Source: an optimization exercise on an open RTL-to-GDS flow (aim: small area and a short achievable clock period). Production flows keep margins and buffers that such runs may drop.
No functional check of the RTL was part of any run shown here.
The clock port is modelled as an ideal driver, which makes a skipped or thinned clock tree look cheaper than it is; a real chip needs a root buffer or a tree.
Power is estimated from default activity; no workload was simulated.

## flow/design.v (module list and top-level ports; edited modules follow where they fit)
// module ParallelFIR: 1054 lines
// module FullAdd: 5 lines
module ParallelFIR(input wire clk,
                   input wire signed [7:0] x,
                   output reg signed [17:0] y);
  // ...
==> flow/flow/run.sh <==
#!/bin/bash
# The standard layout with these changes to how it is made (the SDC and
# its clock period are unchanged):
#  - repair_timing keeps extra setup margin, so that it sizes the design for a
#    shorter achieved period;
#  - the clock tree uses larger sink clusters and no dummy loads, and after CTS
#    its branch level is removed and the root split in two (flatten_clock.tcl),
#    so every register is clocked through one root buffer and one leaf buffer;
#  - the port buffers are buf_2 cells.
# Each tool's full output is in the ORFS logs; make's output is in
# standard_cts.log and standard.log, the clock edit's in flatten_clock.log.
set -e
export SETUP_SLACK_MARGIN=7.95
export CTS_ARGS="-sink_clustering_enable -repair_clock_nets -dont_use_dummy_load -buf_list sky130_fd_sc_hd__clkbuf_16 -sink_clustering_size 30 -sink_clustering_max_diameter 200"
export BUFFER_PORTS_ARGS="-buffer_cell sky130_fd_sc_hd__buf_2"
bash standard.sh cts > standard_cts.log 2>&1
CLK_TWO_ROOTS=1 CTS_ODB=$PWD/orfs/results/$FLOW_PLATFORM/ParallelFIR/base/4_cts.odb openroad -no_init -exit flow/flatten_clock.tcl > flatten_clock.log 2>&1
bash standard.sh > standard.log 2>&1
==> flow/flow/flatten_clock.tcl <==
# Make the clock tree two levels deep: the leaf buffers that CTS hung below
# intermediate branch buffers are moved onto the root, and the branch buffers
# removed; then the leaves are split between two root buffers (east and west
# halves), each placed at the middle of its leaves.  Every register keeps the
# same structure (one root buffer + one leaf buffer) between the clock port and
# its clock pin.
set odb_file $::env(CTS_ODB)
read_db $odb_file
set block [ord::get_db_block]
set clk [$block findNet clk]
set roots {}
foreach it [$clk getITerms] { lappend roots [$it getInst] }
if {[llength $roots] != 1} { puts "root count [llength $roots], nothing done"; exit 0 }
set root [lindex $roots 0]
set rootnet [[$root findITerm X] getNet]
puts "root [$root getName] ([[$root getMaster] getName]) net [$rootnet getName]"
set mids {}
foreach it [$rootnet getITerms] {
  set inst [$it getInst]
  if {$inst eq $root} continue
  set m [[$inst getMaster] getName]
  if {![string match "sky130_fd_sc_hd__clkbuf_*" $m]} { puts "non-buffer load [$inst getName] $m, nothing done"; exit 0 }
  lappend mids $inst
}
set moved 0
foreach mid $mids {
  set out [[$mid findITerm X] getNet]
  set loads {}
  foreach it [$out getITerms] {
    if {[$it getInst] ne $mid} { lappend loads $it }
  }
  set ok 1
  foreach it $loads {
    if {![string match "sky130_fd_sc_hd__clkbuf_*" [[[$it getInst] getMaster] getName]]} { set ok 0 }
  }
  if {!$ok} { puts "[$mid getName] drives registers, kept"; continue }
  foreach it $loads {
    $it disconnect
    $it connect $rootnet
    incr moved
  }
  puts "removed [$mid getName] ([llength $loads] leaves)"
  odb::dbInst_destroy $mid
  odb::dbNet_destroy $out
}
puts "moved $moved leaf buffers onto [$rootnet getName]"

if {[info exists ::env(CLK_TWO_ROOTS)] && $::env(CLK_TWO_ROOTS)} {
  set leaves {}
  foreach it [$rootnet getITerms] {
    if {[$it getInst] ne $root} { lappend leaves $it }
  }
  if {[llength $leaves] >= 4} {
    # split by x at the median
    set xs {}
    foreach it $leaves { lappend xs [list [lindex [[$it getInst] getLocation] 0] $it] }
    set xs [lsort -integer -index 0 $xs]
    set half [expr {[llength $xs] / 2}]
    set west [lrange $xs 0 [expr {$half - 1}]]
    set east [lrange $xs $half end]
    set master [$root getMaster]
    set root2 [odb::dbInst_create $block $master "clkbuf_0b_clk"]
    set net2 [odb::dbNet_create $block "clknet_0b_clk"]
    $net2 setSigType CLOCK
    [$root2 findITerm A] connect $clk
    [$root2 findITerm X] connect $net2
    foreach e $east {
      set it [lindex $e 1]
      $it disconnect
      $it connect $net2
    }
    # place each root at the centroid of its leaves
    foreach pair [list [list $root $west] [list $root2 $east]] {
      set inst [lindex $pair 0]
      set sx 0; set sy 0; set n 0
      foreach e [lindex $pair 1] {
        set loc [[[lindex $e 1] getInst] getLocation]
        incr sx [lindex $loc 0]; incr sy [lindex $loc 1]; incr n
      }
      $inst setLocation [expr {$sx / $n}] [expr {$sy / $n}]
      $inst setPlacementStatus PLACED
    }
    puts "two roots: [llength $west] west, [llength $east] east leaves"
    detailed_placement
    check_placement
  }
}
write_db $odb_file
==> flow/standard.sh <==
#!/bin/bash
# synth_recipe.tcl (not shown) runs the flow's synth.tcl, then flattens the netlist and writes it again
# the make line also repeats each setting of config.mk as NAME=value (left out here)
make -C /OpenROAD-flow-scripts/flow DESIGN_CONFIG=/design/flow/config.mk WORK_HOME=/design/flow/orfs CLKGATE_MAP_FILE= SYNTH_SCRIPT=/design/flow/synth_recipe.tcl "${@:-finish}"
==> flow/config.mk <==
export PLATFORM = sky130hd
export DESIGN_NAME = ParallelFIR
export DESIGN_NICKNAME = ParallelFIR
export VERILOG_FILES = /design/flow/design.v
export SDC_FILE = /design/flow/constraint.sdc
export NUM_CORES = 4
export LEC_CHECK = 0
export CAP_MARGIN = 20
export CORE_MARGIN = 2
export CORE_UTILIZATION = 50
export SLEW_MARGIN = 20
export SYNTH_HIERARCHICAL = 1
export SYNTH_MINIMUM_KEEP_SIZE = 0
==> flow/constraint.sdc <==
create_clock -name core_clock -period 11.0 [get_ports {clk}]
set_input_delay 2.2000 -clock core_clock [delete_from_list [all_inputs] [get_ports {clk}]]
set_output_delay 2.2000 -clock core_clock [all_outputs]
set_load 0.01 [all_outputs]
==> summary.md, run 1 <==
| Metric | Value |
|---|---|
| Status | complete, no violations |
| Met1 WL | 8.58 mm |
| Synth top area cells | fa_1 (46%), dfxtp_1 (40%), ha_1 (6.0%) |
| Cts hold-fix bufs | 0 |
| Met3 Use GR | 2.23% |
| Multi-input gate share of the layout cell area | 51.0% |
| Combinational Power Share | 57.3% |
| Post-synthesis xor/xnor area fraction | 0.519% |
| Sequential share of the synthesized area | 40.1% |
| Max-area cell class | multi-input gates |
| Syn Nets | 1271 |
| Clock-pin slew of the registers on the worst-case setup and hold paths | 0.11 ns |
| Crit-path max FO | 1 |
| CP top delay family | flip-flops |
| Cell total after placement | 1251 |
| DR pass1 iterations | 4 |
| Setup CP Type | flip-flop to output pin |
| Critical Path RT | 8.80 ns |
| End point of the critical path | y[11] |
| Top power group | combinational logic |
| Vias in the first global route | 7236 |
| RSZ-0062 raised after global routing | true |
| Simple-gate share of the synthesized area | 0.232% |
| WL/cell | 16.0 um |
| TAP cells | 341 |
| Vias | 5843 |
| Num rows | 60 |
| Critical path, cell by cell | buf_2 |
| Non-clock buffers | 29 |
| Met1 layer usage reported by global route | 21.7% |
==> run 2: changes to the inputs <==
--- a/flow/design.v
+++ b/flow/design.v
@@ -880,41 +880,53 @@
   wire g508 = gp[11] | (pp[11] & gp[10]);
   wire q508 = pp[11] & pp[10];
   wire g509 = gp[13] | (pp[13] & gp[12]);
   wire q509 = pp[13] & pp[12];
   wire g510 = gp[15] | (pp[15] & gp[14]);
   wire q510 = pp[15] & pp[14];
   wire g511 = gp[17] | (pp[17] & gp[16]);
   wire q511 = pp[17] & pp[16];
-  wire g512 = g504 | (q504 & g503);
-  wire g513 = g506 | (q506 & g505);
-  wire q513 = q506 & q505;
-  wire g514 = g508 | (q508 & g507);
-  wire q514 = q508 & q507;
-  wire g515 = g510 | (q510 & g509);
-  wire q515 = q510 & q509;
-  wire g516 = g513 | (q513 & g512);
-  wire g517 = g515 | (q515 & g514);
-  wire q517 = q515 & q514;
-  wire g518 = g517 | (q517 & g516);
-  wire g519 = g514 | (q514 & g516);
-  wire g520 = g505 | (q505 & g512);
-  wire g521 = g507 | (q507 & g516);
-  wire g522 = g509 | (q509 & g519);
-  wire g523 = g511 | (q511 & g518);
-  wire g524 = gp[2] | (pp[2] & g503);
-  wire g525 = gp[4] | (pp[4] & g512);
-  wire g526 = gp[6] | (pp[6] & g520);
-  wire g527 = gp[8] | (pp[8] & g516);
-  wire g528 = gp[10] | (pp[10] & g521);
-  wire g529 = gp[12] | (pp[12] & g519);
-  wire g530 = gp[14] | (pp[14] & g522);
-  wire g531 = gp[16] | (pp[16] & g518);
-  wire [17:0] cy = {g531, g518, g530, g522, g529, g519, g528, g521, g527, g516, g526, g520, g525, g512, g524, g503, gp[0], 1'b0};
+  wire g512 = gp[2] | (pp[2] & g503);
+  wire g513 = g504 | (q504 & g503);
+  wire g514 = gp[6] | (pp[6] & g505);
+  wire q514 = pp[6] & q505;
+  wire g515 = g506 | (q506 & g505);
+  wire q515 = q506 & q505;
+  wire g516 = gp[10] | (pp[10] & g507);
+  wire q516 = pp[10] & q507;
+  wire g517 = g508 | (q508 & g507);
+  wire q517 = q508 & q507;
+  wire g518 = gp[14] | (pp[14] & g509);
+  wire q518 = pp[14] & q509;
+  wire g519 = g510 | (q510 & g509);
+  wire q519 = q510 & q509;
+  wire g520 = gp[4] | (pp[4] & g513);
+  wire g521 = g505 | (q505 & g513);
+  wire g522 = g514 | (q514 & g513);
+  wire g523 = g515 | (q515 & g513);
+  wire g524 = gp[12] | (pp[12] & g517);
+  wire q524 = pp[12] & q517;
+  wire g525 = g509 | (q509 & g517);
+  wire q525 = q509 & q517;
+  wire g526 = g518 | (q518 & g517);
+  wire q526 = q518 & q517;
+  wire g527 = g519 | (q519 & g517);
+  wire q527 = q519 & q517;
+  wire g528 = gp[8] | (pp[8] & g523);
+  wire g529 = g507 | (q507 & g523);
+  wire g530 = g516 | (q516 & g523);
+  wire g531 = g517 | (q517 & g523);
+  wire g532 = g524 | (q524 & g523);
+  wire g533 = g525 | (q525 & g523);
+  wire g534 = g526 | (q526 & g523);
+  wire g535 = g527 | (q527 & g523);
+  wire g536 = gp[16] | (pp[16] & g535);
+  wire g537 = g511 | (q511 & g535);
+  wire [17:0] cy = {g536, g535, g534, g533, g532, g531, g530, g529, g528, g523, g522, g521, g520, g513, g512, g503, gp[0], 1'b0};
   wire [17:0] sum = pp ^ cy;
   always @(posedge clk) begin
     x1 <= xo;
     x2 <= x1;
     x3 <= x2;
     x4 <= x3;
     x5 <= x4;
     x6 <= x5;
==> run 2 against run 1 <==
  * Global-route usage is 0.075 points higher
  * Largest power group unchanged
  * Largest cell class unchanged
  * Still clean
  * Sequential share of layout area about the same
  * Sequential cell count stayed put
==> summary.md, run 2 <==
| Metric | Value |
|---|---|
| Most frequent cells in the layout | fa_1 (309), dfxtp_1 (235), inv_1 (190) |
| Initial core utilization | 50.5% |
| Critical path, cell by cell | buf_2 |
| Worst Setup End Kind | output pin |
| Synth top area cells | fa_1 (46%), dfxtp_1 (40%), ha_1 (6.0%) |
| Synth Cell Area | 13500 um^2 |
| Status | complete, no violations |
| Clock Skews | 0.0222 ns |
| Area leader, netlist | fa_1 |
| CP max stage cell | dfxtp_2 |
| Compound-Gate Fraction of Synth Area | 1.10% |
| Setup TNS | 0 ns |
| Reg2reg path depth | 5 |
| Final worst setup slack | 8.00 ns |
| # Max-Cap Violations | 0 |
| Reg2reg end | p3_8_1$_DFF_P_ |
| Largest family of logic cells by synthesized area | adder cells |
| Final nets | 1312 |
| Setup repair bufs after CTS | 0 |
| Crit-path max cell delay | 0.33 ns |
| First-pass GRT wire length | 36.9 mm |
| Crit start category | flip-flop |
| Slew @ Worst Pin | 0.698 ns |
| Hold Path Cell Cnt | 0 |
| Core box area | 26700 um^2 |
| Post-synthesis xor/xnor area fraction | 0.584% (+0.065 points) |
| Gr usage total | 16.9% |
| DRC | 0 |
| Most common cell after layout, fill and taps aside | fa_1 |
| Fillers | 2250 |
| Clock-pin slew of the registers on the worst-case setup and hold paths | 0.11 ns (about the same) |
| EDFF count, synth | 0 |
| Full die area | 28300 um^2 |
| Fin crit period | 3.00 ns |
| Routability cong. | 0.783 |
| Area grow syn2layout | 6.83% |
| DR pass1 iterations | 4 (unchanged) |
| Ys async rst share | 0% |
| Setup CP Type | flip-flop to output pin |
| Final setup viols | 0 |
| Unique masters post-synth | 29 |
| Syn Nets | 1273 (+0.16%) |
| Detailed Place HPWL | 16.5 mm |
| Post-DRT Antenna Nets | 0 |
| Most flop-heavy register | y |
| Pwr/cell area | 318 nW/um^2 |
| Final period util | 27.3% |
| Top-area cell type share of the netlist area | 45.9% |
| # port buffers | 26 |
| Hold EP | x16[0]$_DFF_P_ |
| Num rows | 60 (unchanged) |
| Vias | 5913 (+1.2%) |
| Critical Path AT | 0.80 ns |
| CP top delay family | flip-flops |
| WP buf/inv | 1 |
| Maximum vdd ir drop | 0.130 mV |
| Max Freq | 333 MHz |
| Simple-gate share of the synthesized area | 0.918% (+0.69 points) |
| Synth Warn # | 7 |
| Multi-input logic area | 7390 um^2 |
| Top_reg_cell synth | dfxtp_1 |
| I/O pin count | 27 |
| Total wire length after detailed routing | 20.0 mm |
| Crit-path max FO | 1 (unchanged) |
| Worst r2r src | x9[7]$_DFF_P_ |
| Clock latency on the worst-skew pair | 0.35 ns |
| Max FFs per register | 18 |
| Share of layout cells above drive strength 1 | 8.63% |
| Largest net degree at the start of global routing | 31 |
| Fin. Hold Viols | 0 |
| FF-to-FF setup slack | 8.02 ns |
| FF/Latch Area | 5470 um^2 |
| Placement Setup Slack | 7.71 ns |
| # clock sinks | 270 |
| Sequential share of the synthesized area | 40.1% (about the same) |
| Initial antenna violation count | 0 |
| Cts hold-fix bufs | 0 (unchanged) |
| Mux share of post-synthesis cell area | 0.148% |
| Hold_sp | x15[0]$_DFF_P_ |
| Synth Area in Adders | 51.9% |
| RSZ-0062 raised after global routing | true |
| WL/cell | 15.7 um (-1.4%) |
| ANT cells | 0 |
| Vias/cell | 4.66 |
| Gate Count Post-Synth | 890 |
| Worst Hold Class | flip-flop to flip-flop |
| Post-synth top cells | fa_1 (309), dfxtp_1 (270), inv_1 (190) |
| Synth Register Bits | 270 |
| GR Overflow Total | 0 |
| Die Ht | 168 um |
| Most numerous cell in the Yosys netlist | fa_1 |
| Slew HR | 53.2% |
| Die W | 168 um |
| Leak | 6.46 nW |
| Initial DRC count | 145 |
| Final Max Tran Viols | 0 |
| Critical Path RT | 8.80 ns (about the same) |
| Vias in the first global route | 7322 (+1.2%) |
| Syn Area/Cell | 15.2 um^2 |
==> run 2: modules after synthesis, one instance, submodules excluded <==
module	copies in the design	flops+latches	area (um^2)
FullAdd	304	0	20.0
ParallelFIR	1	270	7400
==> run 2: where the power goes <==
part	total, W	internal (W)	leakage, nW	switching [W]
clock network	0.000471	0.000183	0.136	0.000288
registers	0.00150	0.00135	2.28	0.000150
logic	0.00262	0.00123	4.04	0.00139
total	0.00459	0.00276	6.46	0.00183
==> run 2: cell families (layout without fill, tap and decap cells) <==
| kind of cell | after synthesis | in the layout |
|---|---|---|
| multiplexers | 2 | 2 |
| buffers and inverters | 190 | 227 |
| adder cells (fa/ha/maj) | 374 | 374 |
| XOR/XNOR | 9 | 9 |
| flip-flops | 270 | 270 |
| AO/OA/AOI/OAI | 21 | 21 |
| AND/OR/NAND/NOR | 24 | 24 |
==> run 2: final cells by class <==
type	count	share of cell area, %
buffer	1	0.174
clock buffer	10	1.74
inverter	190	4.95
multi-input combinational	430	51.3
sequential	270	37.9
tap	341	2.96
timing repair buffer	26	0.946
==> run 2: routing by layer <==
layer / vias up / global-route usage [%] / routed length [um]
met5: - / 0 / 0
met4: 0 / 4.20 / 366
met3: 19 / 2.54 / 532
met2: 41 / 29.5 / 10300
met1: 3161 / 22.6 / 8720
li1: 2692 / - / -
==> run 2: how the worst max path moves through the flow <==
stage,startpoint,end,slack [ns],depth (start not counted)
4_1_cts,y[3]$_DFF_P_,y[3],7.84,1
2_1_floorplan,x9[3]$_DFF_P_,p3_8_1$_DFF_P_,8.06,5
3_5_place_dp,x1[1]$_DFF_P_,y[16]$_DFF_P_,7.71,10
3_3_place_gp,x1[1]$_DFF_P_,y[16]$_DFF_P_,7.76,10
5_1_grt,x1[7]$_DFF_P_,y[16]$_DFF_P_,7.91,10
6_report,y[3]$_DFF_P_,y[3],8.00,1
==> run 2: metrics by stage <==
step	total power [W]	hold WS, ns	cells	utilization, %	cell area (um^2)
finish	0.00459	0.341	1268	53.9	14400
global route	0.00532	0.353	1268	53.9	14400
CTS	0.00477	0.344	1269	53.8	14400
detailed placement	0.00425	0.316	1257	52.6	14000
global placement	0.00419	0.312	1257	52.6	14000
floorplan	0.00354	0.310	890	-	13500
==> run 2: repair_timing <==
action,in CTS,in global routing
pin swaps,0,1
gates resized for setup,17,31
endpoints found under the hold margin,0,0
setup endpoints to repair,38,17

==> what the ideal ports hide <==
Ports are ideal in the flow. The routed layouts listed here were re-timed in OpenROAD. Step 1: set_driving_cell puts a clkbuf_16 on clk and a buf_2 on each other input, an assumption about the parent block. Step 2 also shifts input and output timing later by t, the mid clock arrival at the registers, as if the neighbouring blocks saw the same clock. Three values: ideal, step 1, step 2; two values: the first two.
| run | t, ns | setup slack, ns | clock arrival spread, ns | worst data-port slew with drivers (ns) |
|---|---|---|---|---|
| run 1 | 0.406 | 8.008 / 7.945 / 8.027 | 0.029 / 0.029 | 0.03 |
| run 2 | 0.404 | 7.998 / 7.936 / 8.024 | 0.022 / 0.022 | 0.03 |
After both steps every run listed still meets setup and hold.
